Context: an optimization exercise on an open-source flow, tuned for a short achievable clock period and few clock cycles per item. The choices shown serve that exercise and are no tape-out recipe.
The RTL was checked by simulation tests, not by an equivalence proof against the original design.
No activity file was given, so power comes from the tool's default toggle rates.

<file path="design.v">
module top(
  input  wire         clk,
  input  wire         rstn,
  output wire [63:0]  pc,
  input  wire [31:0]  instr,
  output wire         this_ebreak,
  output wire         this_valid,
  output wire [63:0]  this_pc,
  output wire [31:0]  this_instr,
  output wire [63:0]  mm_addr,
  output wire [63:0]  mm_wdata,
  output wire [3:0]   mm_wlen,
  output wire         mm_wen,
  output wire         mm_ren,
  input  wire [63:0]  mm_rdata
);
  reg  [63:0] f_pc;
  reg         e_valid;
  reg  [31:0] e_instr;
  reg  [63:0] e_pc;
  reg         e_ebreak;
  reg  [63:0] e_a;         
  reg  [63:0] e_b;         
  reg  [63:0] e_sd;        
  reg  [63:0] e_pc4;
  reg  [63:0] e_tb;        
  reg  [3:0]  e_cb;        
  reg         e_mEQ, e_mNE, e_mLT, e_mGE, e_mLTU, e_mGEU;
  reg         e_fa_m;      
  reg         e_fb_m;      
  reg         e_fs_m;      
  reg         e_inv;       
  reg         e_zok;       
  reg  [5:0]  e_sh;        
  reg         e_bsign;     
  reg  [4:0]  e_rd;
  reg         e_wen;
  reg         e_load;
  reg         e_store;
  reg         e_branch;
  reg         e_pred;      
  reg         e_jalr;
  reg  [2:0]  e_f3;
  reg  [3:0]  e_ql, e_qu;   
  reg  [3:0]  e_q, e_qn, e_qw;   
  reg         e_s_add, e_s_slt, e_s_sltu, e_s_xor, e_s_or, e_s_and;
  reg         e_s_sll, e_s_sr, e_s_link;
  reg         e_sra, e_word;
  reg  [63:0] m_res;
  reg  [4:0]  m_rd;
  reg         m_wen;
  reg         m_load;
  reg  [2:0]  m_f3;
  reg         m_ren;
  reg         m_sten;
  reg  [3:0]  m_wlen;
  reg  [63:0] m_sd;
  reg  [63:0] m_addr;      
  reg         m_isjalr;
  reg         m_redir;
  reg  [63:0] m_alt;       
  reg         m_valid;
  reg  [63:0] m_pc;
  reg  [31:0] m_instr;
  reg         m_ebreak;
  reg  [63:0] w_res;
  wire [63:0] w_next;
  reg  [4:0]  w_rd;
  reg         w_wen;
  reg  [63:0] gpr [1:31];
  wire [6:0] op  = instr[6:0];
  wire [2:0] f3  = instr[14:12];
  wire       f7b = instr[30];
  wire [4:0] rs1 = instr[19:15];
  wire [4:0] rs2 = instr[24:20];
  wire [4:0] rd  = instr[11:7];
  wire op_lui    = op == 7'b0110111;
  wire op_auipc  = op == 7'b0010111;
  wire op_jal    = op == 7'b1101111;
  wire op_jalr   = op == 7'b1100111;
  wire op_branch = op == 7'b1100011;
  wire op_load   = op == 7'b0000011;
  wire op_store  = op == 7'b0100011;
  wire op_imm    = op == 7'b0010011;
  wire op_reg    = op == 7'b0110011;
  wire op_immw   = op == 7'b0011011;
  wire op_regw   = op == 7'b0111011;
  wire op_ebreak = instr == 32'h00100073;
  wire use_rs1 = op_jalr | op_branch | op_load | op_store | op_imm | op_reg | op_immw | op_regw;
  wire use_rs2 = op_branch | op_store | op_reg | op_regw;
  wire use_imm = op_lui | op_auipc | op_jalr | op_load | op_store | op_imm | op_immw;
  wire wen     = op_lui | op_auipc | op_jal | op_jalr | op_load | op_imm | op_reg | op_immw | op_regw;
  wire [63:0] imm_i = {{52{instr[31]}}, instr[31:20]};
  wire [63:0] imm_s = {{52{instr[31]}}, instr[31:25], instr[11:7]};
  wire [63:0] imm_b = {{51{instr[31]}}, instr[31], instr[7], instr[30:25], instr[11:8], 1'b0};
  wire [63:0] imm_u = {{32{instr[31]}}, instr[31:12], 12'b0};
  wire [63:0] imm_j = {{43{instr[31]}}, instr[31], instr[19:12], instr[20], instr[30:21], 1'b0};
  wire [63:0] imm = op_store              ? imm_s :
                    (op_lui | op_auipc)   ? imm_u :
                                            imm_i;
  wire [63:0] f_pc4  = f_pc + 64'd4;
  wire [13:0] tb_lo  = {1'b0, f_pc[12:0]} + {1'b0, imm_b[12:0]};
  wire [50:0] pb_hi  = f_pc[63:13];
  wire [50:0] pb_hip = pb_hi + 51'd1;
  wire [50:0] pb_him = pb_hi - 51'd1;
  wire [50:0] tb_hi  = instr[31] ? (tb_lo[13] ? pb_hi  : pb_him)
                                 : (tb_lo[13] ? pb_hip : pb_hi);
  wire [63:0] tgt_b  = {tb_hi, tb_lo[12:0]};
  wire [21:0] tj_lo  = {1'b0, f_pc[20:0]} + {1'b0, imm_j[20:0]};
  wire [42:0] pj_hi  = f_pc[63:21];
  wire [42:0] pj_hip = pj_hi + 43'd1;
  wire [42:0] pj_him = pj_hi - 43'd1;
  wire [42:0] tj_hi  = instr[31] ? (tj_lo[21] ? pj_hi  : pj_him)
                                 : (tj_lo[21] ? pj_hip : pj_hi);
  wire [63:0] tgt_j  = {tj_hi, tj_lo[20:0]};
  wire [63:0] zt    = (e_a ^ e_b) ^ {e_a[62:0] | e_b[62:0], 1'b0};
  wire        zsum  = ~|zt;
  wire        zbr   = op_branch & (f3[2:1] == 2'b00) & (rs2 == 5'd0) &
                      e_zok & e_wen & (e_rd == rs1);
  wire        back_br = zbr ? (zsum ^ f3[0]) : (op_branch & instr[31]);
  wire        f_pred  = op_jal | back_br;
  wire is_alu  = op_imm | op_reg | op_immw | op_regw;
  wire regop   = op_reg | op_regw;
  wire s_sub   = is_alu & f3 == 3'd0 & regop & f7b;
  wire s_add   = op_lui | op_auipc | op_load | op_store | (is_alu & f3 == 3'd0);
  wire s_sll   = is_alu & f3 == 3'd1;
  wire s_slt   = is_alu & f3 == 3'd2;
  wire s_sltu  = is_alu & f3 == 3'd3;
  wire s_xor   = is_alu & f3 == 3'd4;
  wire s_sr    = is_alu & f3 == 3'd5;
  wire s_or    = is_alu & f3 == 3'd6;
  wire s_and   = is_alu & f3 == 3'd7;
  wire s_link  = op_jal | op_jalr;
  wire word    = op_immw | op_regw;
  wire [63:0] rf1 = (rs1 == 5'd0) ? 64'd0 : gpr[rs1];
  wire [63:0] rf2 = (rs2 == 5'd0) ? 64'd0 : gpr[rs2];
  wire        wb1 = w_wen & (w_rd == rs1);
  wire        wb2 = w_wen & (w_rd == rs2);
  wire        mb1 = m_wen & (m_rd == rs1);
  wire        mb2 = m_wen & (m_rd == rs2);
  wire [63:0] rv1 = mb1 ? w_next : wb1 ? w_res : rf1;
  wire [63:0] rv2 = mb2 ? w_next : wb2 ? w_res : rf2;
  wire        rd1 = !mb1 & !wb1;                
  wire        rd2 = !mb2 & !wb2;
  wire [63:0] by1 = mb1 ? w_next : w_res;       
  wire [63:0] by2 = mb2 ? w_next : w_res;
  wire        a_rf = !op_auipc & !op_lui & rd1;
  wire [63:0] a_ot = op_auipc ? f_pc : op_lui ? 64'd0 : by1;
  wire        b_rf = !use_imm & rd2;
  wire [63:0] b_ot = (use_imm ? imm : by2) ^ {64{inv}};
  wire fa_m = use_rs1 & e_wen & (e_rd == rs1);
  wire fs_m = e_wen & (e_rd == rs2);
  wire inv  = s_sub | s_slt | s_sltu | op_branch;
  wire fb_m = fs_m & !use_imm;
  wire [3:0] fcase = {fa_m & fb_m, !fa_m & fb_m, fa_m & !fb_m, !fa_m & !fb_m};
  wire stall = (e_load & e_wen &
                ((use_rs1 & e_rd == rs1) | (use_rs2 & e_rd == rs2))) |
               ((s_sll | s_sr) & regop & fs_m);
  wire [63:0] a  = e_fa_m ? m_res : e_a;
  wire [63:0] bx = e_fb_m ? (m_res ^ {64{e_inv}}) : e_b;   
  wire [63:0] b  = bx ^ {64{e_inv}};                        
  wire [63:0] sd = e_fs_m ? m_res : e_sd;
  wire [64:0] s00 = {1'b0, e_a}   + {1'b0, e_b} + {64'd0, e_inv};
  wire [64:0] s10 = {1'b0, m_res} + {1'b0, e_b} + {64'd0, e_inv};
  wire [64:0] s01 = e_inv ? ({1'b0, e_a} + {1'b0, ~m_res} + 65'd1) : ({1'b0, e_a} + {1'b0, m_res});
  wire [64:0] s11 = e_inv ? {1'b1, 64'd0} : {m_res[63], m_res[62:0], 1'b0};
  wire [64:0] sx  = e_fa_m ? (e_fb_m ? s11 : s10) : (e_fb_m ? s01 : s00);
  wire [63:0] sum = sx[63:0];    
  wire        bsign = e_fb_m ? m_res[63] : e_bsign;
  wire        ltu = !sx[64];
  wire        lt  = (a[63] ^ bsign) ? a[63] : sum[63];
  wire lu00 = !s00[64], lu10 = !s10[64], lu01 = !s01[64];
  wire ls00 = (e_a[63]   ^ e_bsign)  ? e_a[63]   : s00[63];
  wire ls10 = (m_res[63] ^ e_bsign)  ? m_res[63] : s10[63];
  wire ls01 = (e_a[63]   ^ m_res[63]) ? e_a[63]  : s01[63];
  wire [5:0]  shamt = e_sh;
  wire [63:0] sl    = a << shamt;
  wire [63:0] sr_in = e_word ? {(e_sra ? {32{a[31]}} : 32'd0), a[31:0]} : a;
  wire        sr_fill = e_sra & (e_word ? a[31] : a[63]);
  wire [127:0] sr_w = {{64{sr_fill}}, sr_in} >> shamt;
  wire [63:0] sr    = sr_w[63:0];
  wire [63:0] r_oth =
      ({64{e_s_xor }} & (a ^ b)) |
      ({64{e_s_or  }} & (a | b)) |
      ({64{e_s_and }} & (a & b)) |
      ({64{e_s_sll }} & sl) |
      ({64{e_s_sr  }} & sr) |
      ({64{e_s_link}} & e_pc4);
  wire [63:0] r_oth_w = e_word ? {{32{r_oth[31]}}, r_oth[31:0]} : r_oth;
  wire [31:0] r_lo = ({32{e_q[0]}} & s00[31:0]) | ({32{e_q[1]}} & s10[31:0]) |
                     ({32{e_q[2]}} & s01[31:0]) | ({32{e_q[3]}} & s11[31:0]);
  wire [31:0] r_hi = ({32{e_qn[0]}} & s00[63:32]) | ({32{e_qn[1]}} & s10[63:32]) |
                     ({32{e_qn[2]}} & s01[63:32]) | ({32{e_qn[3]}} & s11[63:32]) |
                     ({32{e_qw[0] & s00[31]}}) | ({32{e_qw[1] & s10[31]}}) |
                     ({32{e_qw[2] & s01[31]}}) | ({32{e_qw[3] & s11[31]}});
  wire        r_cmp = |(e_ql & {1'b0, ls01, ls10, ls00}) | |(e_qu & {1'b0, lu01, lu10, lu00});
  wire [63:0] ex_res = {r_hi, r_lo} | r_oth_w | {63'd0, r_cmp};
  wire eq00 = &(e_a ^ e_b);
  wire eq10 = &(m_res ^ e_b);
  wire eq01 = e_a == m_res;
  wire redir  = m_redir;
  wire e_live = !redir;                       
  function br_mis(input eq, input lts, input ltu_);
    br_mis = (e_mEQ & eq) | (e_mNE & !eq) | (e_mLT & lts) | (e_mGE & !lts) |
             (e_mLTU & ltu_) | (e_mGEU & !ltu_);
  endfunction
  wire ex_mis = (e_cb[0] & br_mis(eq00, ls00, lu00)) | (e_cb[1] & br_mis(eq10, ls10, lu10)) |
                (e_cb[2] & br_mis(eq01, ls01, lu01)) | (e_cb[3] & br_mis(1'b1, 1'b0, 1'b0));
  wire f_go = !stall & !redir;
  wire        use_j = !redir & !stall & op_jal;
  wire        use_b = !redir & !stall & back_br;
  wire [63:0] m_tgt = m_isjalr ? m_addr : m_alt;
  wire [63:0] pc_ot = redir ? m_tgt : stall ? f_pc : f_pc4;
  always @(posedge clk) begin
    if (!rstn) begin
      f_pc <= 64'h80000000;
    end else begin
      f_pc <= ({64{use_j}} & tgt_j) | ({64{use_b}} & tgt_b) | ({64{!use_j & !use_b}} & pc_ot);
    end
  end
  always @(posedge clk) begin
    if (!rstn) begin
      e_valid  <= 1'b0;
      e_ebreak <= 1'b0;
      e_wen    <= 1'b0;
      e_load   <= 1'b0;
      e_store  <= 1'b0;
      e_branch <= 1'b0;
      e_cb     <= 4'd0;
      e_jalr   <= 1'b0;
    end else begin
      e_valid  <= f_go;
      e_ebreak <= f_go & op_ebreak;
      e_wen    <= f_go & wen & (rd != 5'd0);
      e_load   <= f_go & op_load;
      e_store  <= f_go & op_store;
      e_branch <= f_go & op_branch;
      e_cb     <= {4{f_go & op_branch}} & fcase;
      e_jalr   <= f_go & op_jalr;
    end
  end
  always @(posedge clk) begin
    e_instr  <= instr;
    e_pc     <= f_pc;
    e_pc4    <= f_pc4;
    e_a      <= a_rf ? rf1 : a_ot;
    e_b      <= b_rf ? (rf2 ^ {64{inv}}) : b_ot;
    e_bsign  <= use_imm ? imm[63] : rv2[63];
    e_inv    <= inv;
    e_mEQ    <= (f3 == 3'd0 & !back_br) | (f3 == 3'd1 &  back_br);
    e_mNE    <= (f3 == 3'd0 &  back_br) | (f3 == 3'd1 & !back_br);
    e_mLT    <= (f3 == 3'd4 & !back_br) | (f3 == 3'd5 &  back_br);
    e_mGE    <= (f3 == 3'd4 &  back_br) | (f3 == 3'd5 & !back_br);
    e_mLTU   <= (f3 == 3'd6 & !back_br) | (f3 == 3'd7 &  back_br);
    e_mGEU   <= (f3 == 3'd6 &  back_br) | (f3 == 3'd7 & !back_br);
    e_zok    <= (op_lui | op_auipc | (op_imm & f3 == 3'd0) | (op_reg & f3 == 3'd0 & !f7b)) & fcase[0];
    e_sh     <= {!word & (use_imm ? imm[5] : rv2[5]), use_imm ? imm[4:0] : rv2[4:0]};
    e_sd     <= rd2 ? rf2 : by2;
    e_tb     <= tgt_b;
    e_pred   <= back_br;
    e_fa_m   <= fa_m;
    e_fb_m   <= fb_m;
    e_fs_m   <= fs_m;
    e_rd     <= rd;
    e_f3     <= f3;
    e_s_add  <= s_add | s_sub;
    e_q      <= {4{s_add | s_sub}} & fcase;
    e_qn     <= {4{(s_add | s_sub) & !word}} & fcase;
    e_qw     <= {4{(s_add | s_sub) &  word}} & fcase;
    e_ql     <= {4{s_slt}} & fcase;
    e_qu     <= {4{s_sltu}} & fcase;
    e_s_slt  <= s_slt;
    e_s_sltu <= s_sltu;
    e_s_xor  <= s_xor;
    e_s_or   <= s_or;
    e_s_and  <= s_and;
    e_s_sll  <= s_sll;
    e_s_sr   <= s_sr;
    e_s_link <= s_link;
    e_sra    <= f7b;
    e_word   <= word;
  end
  always @(posedge clk) begin
    if (!rstn) begin
      m_wen    <= 1'b0;
      m_redir  <= 1'b0;
      m_ren    <= 1'b0;
      m_sten   <= 1'b0;
      m_load   <= 1'b0;
      m_valid  <= 1'b0;
      m_ebreak <= 1'b0;
    end else begin
      m_wen    <= e_wen & e_live;
      m_redir  <= (e_jalr | ex_mis) & e_live;
      m_ren    <= e_load & e_live;
      m_sten   <= e_store & e_live;
      m_load   <= e_load & e_live;
      m_valid  <= e_valid & e_live;
      m_ebreak <= e_ebreak & e_live;
    end
  end
  always @(posedge clk) begin
    m_res  <= ex_res;
    m_alt   <= e_pred ? e_pc4 : e_tb;
    m_isjalr <= e_jalr;
    m_addr  <= sum;
    m_pc    <= e_pc;
    m_instr <= e_instr;
    m_rd   <= e_rd;
    m_f3   <= e_f3;
    m_sd   <= sd;
    m_wlen <= (e_f3[1:0] == 2'd0) ? 4'd1 :
              (e_f3[1:0] == 2'd1) ? 4'd2 :
              (e_f3[1:0] == 2'd2) ? 4'd4 : 4'd8;
  end
  reg [63:0] ld;
  always @(*) begin
    case (m_f3)
      3'd0: ld = {{56{mm_rdata[7]}},  mm_rdata[7:0]};
      3'd1: ld = {{48{mm_rdata[15]}}, mm_rdata[15:0]};
      3'd2: ld = {{32{mm_rdata[31]}}, mm_rdata[31:0]};
      3'd4: ld = {56'd0, mm_rdata[7:0]};
      3'd5: ld = {48'd0, mm_rdata[15:0]};
      3'd6: ld = {32'd0, mm_rdata[31:0]};
      default: ld = mm_rdata;
    endcase
  end
  assign w_next = m_load ? ld : m_res;
  always @(posedge clk) begin
    if (!rstn) w_wen <= 1'b0;
    else       w_wen <= m_wen;
    w_res <= w_next;
    w_rd  <= m_rd;
  end
  integer i;
  always @(posedge clk) begin
    if (!rstn) begin
      for (i = 1; i < 32; i = i + 1) gpr[i] <= 64'd0;
    end else if (w_wen) begin
      gpr[w_rd] <= w_res;
    end
  end
  assign pc          = f_pc;
  assign this_valid  = m_valid;
  assign this_pc     = m_pc;
  assign this_instr  = m_instr;
  assign this_ebreak = m_ebreak;
  assign mm_addr     = m_addr;
  assign mm_wdata    = m_sd;
  assign mm_wlen     = m_wlen;
  assign mm_wen      = m_sten;
  assign mm_ren      = m_ren;
endmodule
</file>
<file path="flow/run.sh">
#!/bin/bash
set -euo pipefail
bash standard.sh finish SETUP_SLACK_MARGIN=6.5 MATCH_CELL_FOOTPRINT=0 \
  "BUFFER_PORTS_ARGS=-buffer_cell sky130_fd_sc_hd__buf_8" > standard_flow.log 2>&1
</file>
<file path="standard.sh">
#!/bin/bash
# synth_recipe.tcl (not shown) runs the flow's synth.tcl, then flattens the netlist and writes it again
# the make line also repeats each setting of config.mk as NAME=value (left out here)
make -C /OpenROAD-flow-scripts/flow DESIGN_CONFIG=/design/flow/config.mk WORK_HOME=/design/flow/orfs CLKGATE_MAP_FILE= SYNTH_SCRIPT=/design/flow/synth_recipe.tcl "${@:-finish}"
</file>
<file path="config.mk">
export PLATFORM = sky130hd
export DESIGN_NAME = top
export DESIGN_NICKNAME = top
export VERILOG_FILES = /design/flow/design.v
export SDC_FILE = /design/flow/constraint.sdc
export NUM_CORES = 4
export LEC_CHECK = 0
export ABC_AREA = 0
export ABC_CLOCK_PERIOD_IN_PS = 3000
export CAP_MARGIN = 40
export CORE_MARGIN = 2
export CORE_UTILIZATION = 40
export SETUP_SLACK_MARGIN = 5
export SLEW_MARGIN = 40
</file>
<file path="constraint.sdc">
create_clock -name core_clock -period 10.0 [get_ports {clk}]
set_input_delay 2.0000 -clock core_clock [delete_from_list [all_inputs] [get_ports {clk}]]
set_output_delay 2.0000 -clock core_clock [all_outputs]
set_load 0.01 [all_outputs]
</file>
==> summary.txt, run 1 <==
GR Util met1 between 40% and 50%; Seq cells post-synth 3012; area of placed instances a little under 0.2 mm2; die outline area 0.458 mm2; worst hold slack 0.320 ns; CTS Buf Count 341; Die X between 600 and 700 um; drt pass-1 iters 9; drc violations 0; GRT met3 Usage 15.4%; nature of the critical path endpoint flip-flop; final hold violations 0; Finished Core Util ~52%; relative slew slack between 15 and 20%; maxcap violations 0; Cells after Synth 15.9k; Clk pwr share 32.9%; Die Height 677 um; htree depth 5; leakage power about 88 nW; Syn Area/Cell 11.4 um2; ys flop type edfxtp_1; Comb power frac between 20% and 30%; sequential power share 38.5%; distinct cell type count after synthesis 88; Synth Warn # 1; PwrDens ~170 mW/mm2; kind of cell adding the most delay to the critical path simple AND/OR/NAND/NOR gates; vias in the first global route between 100k and 150k; number of nets in the layout ~18k; Placer Congestion 1.06; Rows 246; GRT Max-Usage Layer met2; Sink Count 3012; input/output buffers 393; Congestion Overflow GR 0; DR WL/cell approximately 43 um; setup_tns 0 ns; RSZ-0062 raised after global routing yes; layout cell share with drive strength beyond 1 35.5%; CTS tree done; dpl ws 3.73 ns; clock skew 0.121 ns; status complete, no violations; worst-case clock buffer depth 4; GRT met2 Usage 59.9%; Crit path top cell by count nand4_1; Initial DRC Count 26.9k; Sw Ratio 34.5%; cell area after synthesis 0.181 mm2; Power, Total approximately 40 mW; Layout Cells excl Fill 23.4k; Slowest-stage cell, CP ha_1; Worst Tran Pin Value around 1.2 ns; Mapped Nets 16.5k; Layout fillers ~38k; Top reg by flops gpr; IO Count 394; P_sw 13.7 mW; HPWL after DPL ~630 mm; final setup fails 0; antenna-violating nets left 0; worst skew pair latency between 1 and 1.5 ns; Int Pwr about 26 mW; core area 0.450 mm2; CP cell instances ha_1 -> nand4_1 -> buf_6 -> nor4_2 -> nand4_1 -> nor2_1 -> mux2i_1 -> o221ai_1 -> o41ai_2 -> a41oi_1; worst vdd ir 0.000161 V; Syn-to-layout area delta 29.7%; Post-Route WL between 1000 and 1500 mm; Startpoint Class flip-flop; largest net degree at the start of global routing 70; clock transition at the registers of the reported paths 0.06 ns; via/cell ratio 6.81; first-pass GRT wire length 1320 mm; max reg flops 2048; Req. time, crit path between 10 and 15 ns; final worst slack 5.60 ns; DR vias 160k; critical path class reg2reg; Initial Util ~40%; pins over their slew limit 0; clk root buf clkbuf_16; crit-path max cell delay 1.00 ns; crit path DAT between 5 and 6 ns; Global Route Usage Sum 42.0%; Fmax about 230 MHz; Tmin final 4.40 ns; crit share post-route 44.0%; Non-Filler Cell Area, Final 0.235 mm2; Async S/R FF share, synth 0%; Placed Instances 21.4k; EDFF count, synth ~2.0k; crit-path max FO 8; sequential cell area fraction in the yosys report 44.7%; worst min path class reg2reg; buffer and inverter count on the worst path 1; antenna violations before repair 166
layout by cell type, fill, tap and decap left out, types with 67 or more instances in the layout:
master     count
o21ai_0      401
o22ai_1       91
dfxtp_1      621
o21ai_2      110
o21bai_1      81
dfxtp_4      189
buf_16        94
a31oi_1       84
a21oi_1      559
dfxtp_2      154
nand4_1      120
nor2_1       855
ha_1         427
nor2_4        75
ha_4          79
xnor2_2       79
and2_1      2013
nand3_1      142
clkbuf_1      70
a21oi_2      230
edfxtp_1    2048
o211ai_1      94
mux4_2      1282
buf_8        491
a211oi_1      67
buf_4        935
nand2_1      914
nor3_1       132
and3_1        67
clkbuf_16    488
a21o_1       128
mux2_2       229
buf_6        243
mux2i_1      435
buf_12       234
xor2_1       142
o21ai_1       91
inv_1        441
xnor2_1      366
diode_2      242
cells in the mapped netlist, types with 41 or more instances:
master / instances / area (um2)
a21oi_1: 845 / 4230
a21boi_0: 51 / 383
o221ai_1: 54 / 473
or3_1: 45 / 282
buf_2: 99 / 495
nand2_1: 1008 / 3780
o22ai_1: 122 / 763
mux2_2: 259 / 2920
mux2i_1: 484 / 4840
nor3_1: 175 / 876
clkbuf_1: 1088 / 4080
buf_1: 217 / 815
o21ai_0: 656 / 3280
xor2_1: 166 / 1450
inv_1: 476 / 1790
xnor2_1: 469 / 4110
a22oi_1: 64 / 480
a211oi_1: 86 / 646
dfxtp_1: 964 / 19300
a31oi_1: 109 / 682
a221oi_1: 131 / 1150
nand2b_1: 85 / 532
nand4_1: 120 / 751
o31ai_1: 89 / 668
o21bai_1: 89 / 668
nand3_1: 162 / 811
and2_1: 2020 / 12600
nor2b_1: 41 / 257
and3_1: 86 / 538
nor2_1: 975 / 3660
edfxtp_1: 2048 / 61500
o211ai_1: 94 / 706
nor4_1: 78 / 488
ha_1: 540 / 6760
a21o_1: 133 / 998
mux4_2: 1282 / 28900
worst paths after layout:
path / startpoint / to / slack [ns] / depth (start not counted)
setup / recovery: e_b[63]$_DFF_P_ / m_redir$_SDFF_PN0_ / 5.60 / 10
setup reg to reg: e_b[63]$_DFF_P_ / m_redir$_SDFF_PN0_ / 5.60 / 10
hold / removal: e_pc[41]$_DFF_P_ / m_pc[41]$_DFF_P_ / 0.32 / 0
hold reg to reg: e_pc[41]$_DFF_P_ / m_pc[41]$_DFF_P_ / 0.32 / 0
layout make-up:
| cell class | count | area, um2 | area share (%) |
|---|---|---|---|
| Clock buffer | 459 | 9520 | 4.06 |
| Tap cell | 5952 | 7450 | 3.17 |
| Clock inverter | 171 | 1750 | 0.745 |
| Timing Repair Buffer | 2141 | 28000 | 11.9 |
| Sequential cell | 3012 | 81700 | 34.8 |
| Antenna cell | 242 | 606 | 0.258 |
| Multi-Input combinational cell | 11000 | 104000 | 44.2 |
| Inverter | 487 | 1900 | 0.810 |
timing repair:
action / in CTS / in global routing
cloned: 159 / 36
pin swaps: 340 / 425
hold buffers: 0 / 0
endpoints found under the setup margin: 2739 / 747
buffers inserted: 654 / 359
gates resized for setup: 2385 / 864
cells by family (layout without fill, tap and decap cells):
| family | count (synthesis) | count (layout) | share of synthesized area [%] |
|---|---|---|---|
| xor+xnor | 635 | 635 | 3.07 |
| simple gates | 4886 | 4891 | 14.0 |
| fa+ha+maj | 549 | 549 | 3.83 |
| compound gates | 2884 | 2884 | 10.2 |
| flops | 3012 | 3012 | 44.7 |
| buf+inv | 1903 | 3258 | 4.05 |
| mux | 2025 | 2025 | 20.2 |
| other cells | 0 | 242 | 0 |
routing by layer:
layer  up-vias  share of wire [%]
met5         -              0.052
met4        66                 11
met3      4296                 15
met2     14500                 41
met1     79500                 33
li1      61500                  -
power by group through the flow:
stage / Combinational, mW / Sequential (mW) / Clock [mW]
after CTS: 10.2 / 15.1 / 12.9
final: 11.3 / 15.2 / 13.0
after global routing: 11.4 / 15.2 / 13.5
after floorplan: 4.78 / 14.6 / 0
after detailed placement: 8.60 / 15.4 / 0
after global placement: 8.56 / 15.3 / 0
Testbench counts, summed over its fixed seeds: cycles 62,611, instrs 58,905.
==> run 2: changes to the inputs <==
--- a/design.v
+++ b/design.v
@@ -25,3 +25,4 @@
   reg  [63:0] e_pc4;
-  reg  [63:0] e_tb;        
+  reg  [63:0] e_bjimm;     
+  reg         e_fix;       
   reg  [3:0]  e_cb;        
@@ -61,2 +62,4 @@
   reg  [63:0] m_alt;       
+  reg         m_mis;       
+  reg  [63:0] m_ftgt;      
   reg         m_valid;
@@ -102,15 +105,7 @@
   wire [13:0] tb_lo  = {1'b0, f_pc[12:0]} + {1'b0, imm_b[12:0]};
-  wire [50:0] pb_hi  = f_pc[63:13];
-  wire [50:0] pb_hip = pb_hi + 51'd1;
-  wire [50:0] pb_him = pb_hi - 51'd1;
-  wire [50:0] tb_hi  = instr[31] ? (tb_lo[13] ? pb_hi  : pb_him)
-                                 : (tb_lo[13] ? pb_hip : pb_hi);
-  wire [63:0] tgt_b  = {tb_hi, tb_lo[12:0]};
   wire [21:0] tj_lo  = {1'b0, f_pc[20:0]} + {1'b0, imm_j[20:0]};
-  wire [42:0] pj_hi  = f_pc[63:21];
-  wire [42:0] pj_hip = pj_hi + 43'd1;
-  wire [42:0] pj_him = pj_hi - 43'd1;
-  wire [42:0] tj_hi  = instr[31] ? (tj_lo[21] ? pj_hi  : pj_him)
-                                 : (tj_lo[21] ? pj_hip : pj_hi);
-  wire [63:0] tgt_j  = {tj_hi, tj_lo[20:0]};
+  wire [63:0] tgt_bf = {f_pc[63:13], tb_lo[12:0]};
+  wire [63:0] tgt_jf = {f_pc[63:21], tj_lo[20:0]};
+  wire        bmf    = tb_lo[13] ^ instr[31];
+  wire        jmf    = tj_lo[21] ^ instr[31];
   wire [63:0] zt    = (e_a ^ e_b) ^ {e_a[62:0] | e_b[62:0], 1'b0};
@@ -206,2 +201,3 @@
   endfunction
+  wire [63:0] e_tgt = e_pc + e_bjimm;
   wire ex_mis = (e_cb[0] & br_mis(eq00, ls00, lu00)) | (e_cb[1] & br_mis(eq10, ls10, lu10)) |
@@ -211,3 +207,3 @@
   wire        use_b = !redir & !stall & back_br;
-  wire [63:0] m_tgt = m_isjalr ? m_addr : m_alt;
+  wire [63:0] m_tgt = m_isjalr ? m_addr : m_mis ? m_alt : m_ftgt;
   wire [63:0] pc_ot = redir ? m_tgt : stall ? f_pc : f_pc4;
@@ -217,3 +213,3 @@
     end else begin
-      f_pc <= ({64{use_j}} & tgt_j) | ({64{use_b}} & tgt_b) | ({64{!use_j & !use_b}} & pc_ot);
+      f_pc <= ({64{use_j}} & tgt_jf) | ({64{use_b}} & tgt_bf) | ({64{!use_j & !use_b}} & pc_ot);
     end
@@ -229,2 +225,3 @@
       e_cb     <= 4'd0;
+      e_fix    <= 1'b0;
       e_jalr   <= 1'b0;
@@ -238,2 +235,3 @@
       e_cb     <= {4{f_go & op_branch}} & fcase;
+      e_fix    <= f_go & ((op_jal & jmf) | (back_br & bmf));
       e_jalr   <= f_go & op_jalr;
@@ -258,3 +256,3 @@
     e_sd     <= rd2 ? rf2 : by2;
-    e_tb     <= tgt_b;
+    e_bjimm  <= op_jal ? imm_j : imm_b;
     e_pred   <= back_br;
@@ -286,2 +284,3 @@
       m_redir  <= 1'b0;
+      m_mis    <= 1'b0;
       m_ren    <= 1'b0;
@@ -293,3 +292,4 @@
       m_wen    <= e_wen & e_live;
-      m_redir  <= (e_jalr | ex_mis) & e_live;
+      m_redir  <= (e_jalr | ex_mis | e_fix) & e_live;
+      m_mis    <= ex_mis;
       m_ren    <= e_load & e_live;
@@ -303,4 +303,5 @@
     m_res  <= ex_res;
-    m_alt   <= e_pred ? e_pc4 : e_tb;
+    m_alt   <= e_pred ? e_pc4 : e_tgt;
     m_isjalr <= e_jalr;
+    m_ftgt   <= e_tgt;
     m_addr  <= sum;
==> run 2 against run 1 <==
Cell count is 1.1% lower. Sequential power hardly changed. Via count is 0.95% lower. Setup slack worse by 0.16 ns. Highest routed layer unchanged.
==> summary.txt, run 2 <==
layout cell share with drive strength beyond 1 35.2% (-0.27 points); HPWL after DPL 657 mm (+3.9%); Seq cells post-synth 3027 (+0.50%); worst vdd ir 0.000145 V (-10%); relative slew slack 26.6% (+6.8 points); area of placed instances 0.196 mm2 (+0.16%); Global Route Usage Sum 43.6% (+1.6 points); Placer Congestion 1.09 (+2.9%); clk root buf clkbuf_16; main combinational cell family by area after synthesis multiplexers; EDFF count, synth 2048 (unchanged); DR WL/cell 44.8 um (+4.6%); via/cell ratio 6.82 (+0.15%); antenna-violating nets left 0 (unchanged); Slowest-stage cell, CP mux4_2; crit path DAT 5.50 ns (+0.26 ns); critical path class reg2reg; synth cell count leaders edfxtp_1 (2048), and2_1 (2037), mux4_2 (1258); nature of the critical path endpoint flip-flop; clock transition at the registers of the reported paths 0.07 ns (about the same); ranking of synthesized cells by area edfxtp_1 (34%), mux4_2 (16%), dfxtp_1 (11%); distinct cell type count after synthesis 105 (+19%); CTS tree done; crit-path max cell delay 0.59 ns (-0.41 ns); RSZ-0062 raised after global routing yes; Syn-to-layout area delta 27.9%; CTS Buf Count 348 (+2.1%); Syn Area/Cell 11.6 um2 (+1.5%); first-pass GRT wire length 1360 mm (+2.8%); Cells after Synth 15.7k (-0.91%); pins over their slew limit 0 (unchanged); R2R setup slack 5.44 ns (-0.16 ns); cell area after synthesis 0.182 mm2 (+0.56%); max reg flops 2048 (unchanged); Crit path top cell by count nand2_1; Req. time, crit path 10.93 ns (+0.09 ns); Initial Util 40.2% (-0.048 points); PwrDens 177 mW/mm2 (+4.7%); crit-path max FO 20 (+12); Top reg by flops gpr; die outline area 0.460 mm2 (+0.56%); Post-Route WL 1040 mm (+3.5%); worst min path class reg2reg; worst skew pair latency 1.06 ns (about the same); Finished Core Util 51.4% (-0.76 points); xor/xnor share of the synthesized area 2.54% (-0.54 points); Initial DRC Count 26.7k (-0.78%); Non-Filler Cell Area, Final 0.233 mm2 (-0.78%); ys flop type edfxtp_1; setup_tns 0 ns (unchanged); Die Height 678 um (+0.28%); number of nets in the layout 17.3k (-1.6%); Fmax 219 MHz (-3.6%); antenna violations before repair 174 (+4.8%); htree depth 5 (unchanged); crit share post-route 45.6% (+1.6 points); CP cell instances buf_16 -> buf_8 -> inv_6 -> buf_12 -> mux2_2 -> mux4_2 -> nand2_1 -> o21ai_2 -> nand2_1 -> o21ai_0 -> a221oi_2 -> o221ai_1 -> a211o_1 -> a221o_1; Startpoint Class flip-flop; Async S/R FF share, synth 0% (unchanged); Synth Warn # 1 (unchanged); core area 0.453 mm2 (+0.68%); final setup fails 0 (unchanged); Worst Tran Pin Value 1.10 ns (-0.103 ns); Mapped Nets 16.5k (-0.52%); post-synthesis simple-gate area fraction 13.4% (-0.58 points); DR vias 158k (-0.95%); Die X 678 um (+0.28%); post-synthesis compound-gate area fraction 10.5% (+0.32 points); largest net degree at the start of global routing 77 (+10%); worst-case clock buffer depth 4 (unchanged); sequential cell area fraction in the yosys report 44.6% (-0.084 points); maxcap violations 0 (unchanged); final hold violations 0 (unchanged); mux cell area share after synthesis 20.8% (+0.51 points); Sink Count 3027 (+0.50%); most frequent cells in the layout edfxtp_1 (2048), and2_1 (2028), mux4_2 (1258); leakage power 87.7 nW (-0.50%); count leader, synth edfxtp_1; Post-Synth Adder-Cell Area 4.22% (+0.39 points); Rows 247 (+0.41%); top cell type's share of synthesized area 33.8% (-0.19 points); vias in the first global route 148k (-0.26%); Layout Cells excl Fill 23.2k (-1.1%); commonest non-fill, non-tap cell in the layout edfxtp_1; drt pass-1 iters 7 (-2); clock skew 0.0952 ns (-0.0254 ns); drc violations 0 (unchanged); Congestion Overflow GR 0 (unchanged); Placed Instances 21.2k (-0.75%); IO Count 394 (unchanged); input/output buffers 393 (unchanged); largest area contributor in the netlist edfxtp_1; Tmin final 4.56 ns (+0.165 ns); status complete, no violations
[run 2: where the power goes]
part	total, mW	switching (mW)	internal [mW]
Sequential	15.4	1.23	14.2
Clock	13.2	5.82	7.33
Combinational	12.5	7.65	4.84
[run 2: per-layer routing]
layer  up-vias  track usage (%)  wire length, um  share of wire, %
met5         -            0.437              782             0.075
met4        94             41.8           124000                12
met3      4521             16.7           142000                14
met2     14000             64.1           443000                43
met1     78700             48.2           330000                32
li1      60900                -                -                 -
[run 2: through the flow]
stage | worst slack, ns | hold WS, ns | total power [mW]
3_5_place_dp | 3.50 | 0.312 | 25.0
3_3_place_gp | 3.32 | 0.310 | 25.0
5_1_grt | 5.53 | 0.328 | 41.5
6_report | 5.44 | 0.323 | 41.1
2_1_floorplan | 5.68 | 0.310 | 19.8
4_1_cts | 5.46 | 0.324 | 39.4
[run 2: final timing paths]
path,start,endpoint,cells past startpoint
setup / recovery,e_fa_m$_DFF_P_,m_res[52]$_DFF_P_,14
hold / removal,e_instr[21]$_DFF_P_,m_instr[21]$_DFF_P_,0
setup reg to reg,e_fa_m$_DFF_P_,m_res[52]$_DFF_P_,14
hold reg to reg,e_instr[21]$_DFF_P_,m_instr[21]$_DFF_P_,0
[run 2: worst max-delay path: cells and delay by family, from the launching register on]
family          cells  cell delay (ns)
buf+inv             4             0.81
mux                 2             0.99
compound gates      6             1.67
flops               1             0.40
simple gates        2             0.53
[run 2: repair_timing]
item / 4_1_cts / 5_1_grt
gates cloned: 149 / 18
pin swaps: 329 / 375
gates resized for setup: 2258 / 913
buffers inserted: 584 / 295
hold buffers: 0 / 0
setup endpoints to repair: 3103 / 1188
[run 2: layout make-up]
class | instances | area [um2]
Antenna cell | 291 | 728
Sequential cell | 3027 | 82100
Timing Repair Buffer | 1900 | 25100
Multi-Input combinational cell | 10900 | 104000
Clock buffer | 474 | 9680
Inverter | 483 | 1890
Fill cell | 38800 | 220000
Timing Repair inverter | 1 | 11.3
Clock inverter | 171 | 1680
Tap cell | 5976 | 7480
[run 2: logic make-up after synthesis]
| logic type | after synthesis |
|---|---|
| AOI/OAI and AO/OA | 2970 |
| xor gates and xnor gates | 527 |
| adders and majority gates | 608 |
| buffers and inverters | 1864 |
| DFF | 3027 |
| muxes | 2152 |
| and+or+nand+nor | 4601 |
Testbench counts of run 2, summed over its fixed seeds: cycles 62,611, instrs 58,905.

separate check: timing with driven ports:
No port has a modelled driver above. Below, the same layouts with a new extraction and two added sets of constraints.
Step 1: set_driving_cell puts a clkbuf_16 on clk and a buf_2 on each other input, an assumption about the parent block.
Step 2, shift: input delay + t, output delay - t, t = (earliest + latest rising clock arrival at the registers) / 2. This alone moves slack from input paths to output paths.
a / b / c = no drivers / after step 1 / after step 2; a / b = the first two.
| run | shift t [ns] | setup slack, ns | worst register clock-pin slew, ns |
|---|---|---|---|
| run 1 | 1.119 | 5.601 / 5.601 / 4.560 | 0.08 / 0.08 |
| run 2 | 1.127 | 5.436 / 5.436 / 4.560 | 0.08 / 0.08 |
After both steps setup and hold are still met in every run listed. The setup slack of run 1, which loses most, moves by 0.000 ns with the drivers and by -1.041 ns with both steps.
